Background: an optimization exercise with open tools, aiming at small area and a short achievable clock period. Do not read the settings as production practice.
In this exercise RTL edits were held to simulation tests only and were not proved equivalent to the original.

==> module sha_pipe, before the edit <==
module sha_pipe #(
    parameter RA = 0,        
    parameter PA = 1,        
    parameter SA = 1         
) (
    output wire [255:0] hash,
    input  wire         clk,
    input  wire [511:0] msg       
);
    localparam [255:0] IV = {
        32'h5be0cd19, 32'h1f83d9ab, 32'h9b05688c, 32'h510e527f,
        32'ha54ff53a, 32'h3c6ef372, 32'hbb67ae85, 32'h6a09e667
    };
    localparam [31:0] IV0 = IV[ 31:  0], IV1 = IV[ 63: 32], IV2 = IV[ 95: 64], IV3 = IV[127: 96];
    localparam [31:0] IV4 = IV[159:128], IV5 = IV[191:160], IV6 = IV[223:192], IV7 = IV[255:224];
    localparam [31:0] K0 = 32'h428a2f98, K1 = 32'h71374491, K2 = 32'hb5c0fbcf;
    localparam [31:0] S1_0 = {IV4[5:0], IV4[31:6]} ^ {IV4[10:0], IV4[31:11]} ^ {IV4[24:0], IV4[31:25]};
    localparam [31:0] S0_0 = {IV0[1:0], IV0[31:2]} ^ {IV0[12:0], IV0[31:13]} ^ {IV0[21:0], IV0[31:22]};
    localparam [31:0] CH_0 = (IV4 & IV5) | (~IV4 & IV6);
    localparam [31:0] MJ_0 = (IV0 & IV1) | (IV0 & IV2) | (IV1 & IV2);
    localparam [31:0] T1_0 = IV7 + S1_0 + CH_0 + K0;
    localparam [31:0] CA   = T1_0 + S0_0 + MJ_0;
    localparam [31:0] CE   = T1_0 + IV3;
    reg [256*32-1:0] rst;
    reg [512*32-1:0] rw;
    wire [31:0] m0 = msg[31:0], m1 = msg[63:32], m2 = msg[95:64];
    wire [31:0] a1_0, e1_0, hkw1_0, hkw2_0, a2_0, e2_0;
    sha_cpa #(.ARCH(RA)) p0a (.sum(a1_0),   .x(m0), .y(CA));
    sha_cpa #(.ARCH(RA)) p0e (.sum(e1_0),   .x(m0), .y(CE));
    sha_cpa #(.ARCH(PA)) p0h (.sum(hkw1_0), .x(m1), .y(IV6 + K1));
    sha_cpa #(.ARCH(PA)) p1h (.sum(hkw2_0), .x(m2), .y(IV5 + K2));
    sha_round #(.ARCH(RA)) r1 (.a_n(a2_0), .e_n(e2_0), .a(a1_0), .b(IV0), .c(IV1), .d(IV2),
                               .e(e1_0), .f(IV4), .g(IV5), .hkw(hkw1_0));
    wire [31:0] w16_0, w17_0, w18_0;
    sha_sched #(.ARCH(SA)) sw16 (.w16(w16_0), .w0(msg[ 31:  0]), .w1(msg[ 63: 32]), .w9(msg[319:288]), .w14(msg[479:448]));
    sha_sched #(.ARCH(SA)) sw17 (.w16(w17_0), .w0(msg[ 63: 32]), .w1(msg[ 95: 64]), .w9(msg[351:320]), .w14(msg[511:480]));
    sha_sched #(.ARCH(SA)) sw18 (.w16(w18_0), .w0(msg[ 95: 64]), .w1(msg[127: 96]), .w9(msg[383:352]), .w14(w16_0));
    always @(posedge clk) begin
        rst[256*1 +: 256] <= {hkw2_0, IV4, e1_0, e2_0, IV1, IV0, a1_0, a2_0};
        rw [512*1 +: 512] <= {w18_0, w17_0, w16_0, msg[511:96]};
    end
    genvar j;
    generate
        for (j = 1; j < 32; j = j + 1) begin : stg
            wire [255:0] st_n, hs;
            wire [511:0] ww_n;
            sha_stage #(.J(j), .RA(RA), .PA(PA), .SA(SA)) s (
                .st_n(st_n), .ww_n(ww_n), .hash(hs),
                .st(rst[256*j +: 256]), .ww(rw[512*j +: 512]));
            if (j < 31) begin : reg_next
                always @(posedge clk) begin
                    rst[256*(j+1) +: 256] <= st_n;
                    rw [512*(j+1) +: 512] <= ww_n;
                end
            end else begin : out
                assign hash = hs;
            end
        end
    endgenerate
endmodule
Settings: LEC_CHECK=0, ABC_AREA=1, CAP_MARGIN=40, CORE_MARGIN=2, CORE_UTILIZATION=35, CTS_CLUSTER_SIZE=20, PLACE_DENSITY=0.45, SLEW_MARGIN=40; clock period 22.0 ns.
run.sh (not shown) runs the stock make flow with config.mk's settings and CLKGATE_MAP_FILE= SYNTH_SCRIPT=/design/flow/synth_recipe.tcl, a recipe that flattens the netlist after the stock synthesis.
The starting point finished with antenna violations left.
==> next run, changes <==
--- a/flow/design.v
+++ b/flow/design.v
@@ -214,9 +214,9 @@
         end
     endgenerate
 endmodule
 module sha_pipe #(
-    parameter RA = 0,        
+    parameter RA = 1,        
     parameter PA = 1,        
     parameter SA = 1         
 ) (
     output wire [255:0] hash,
=> This time the run passed the timing, design-rule and antenna checks. Fmax goes down by 3.8%. Non-clock buffer count falls by 1022. Setup slack got worse by 440 ps. Routed wire length went down by 13%. Final area went down by 2.4%. Clock-buffer cell count goes up by 105. Via count fell by 9.5%. Synthesized cell count is lower by 5.5%. Area after synthesis is lower by 1.5%. Flip-flop and latch count stays the same. Register-to-register slack loses 440 ps. Clock skew drops by 11 ps.

-- re-timing with driven ports --
In the flow no input, the clock included, has a driving cell. The finished layouts below were timed again as built, in two steps. Step 1 assumes that a clkbuf_16 drives the clock port and a buf_2 every other input. Step 2, shift: input delay + t, output delay - t, t = (earliest + latest rising clock arrival at the registers) / 2. This alone moves slack from input paths to output paths. Three values: no drivers, after step 1, after step 2; two values: the first two.
run	t, ns	setup WS [ns]	clock arrival spread, ns
the first run	2.109	10.808 / 10.808 / 10.808	0.161 / 0.161
the second run	1.996	10.369 / 10.369 / 10.369	0.179 / 0.179
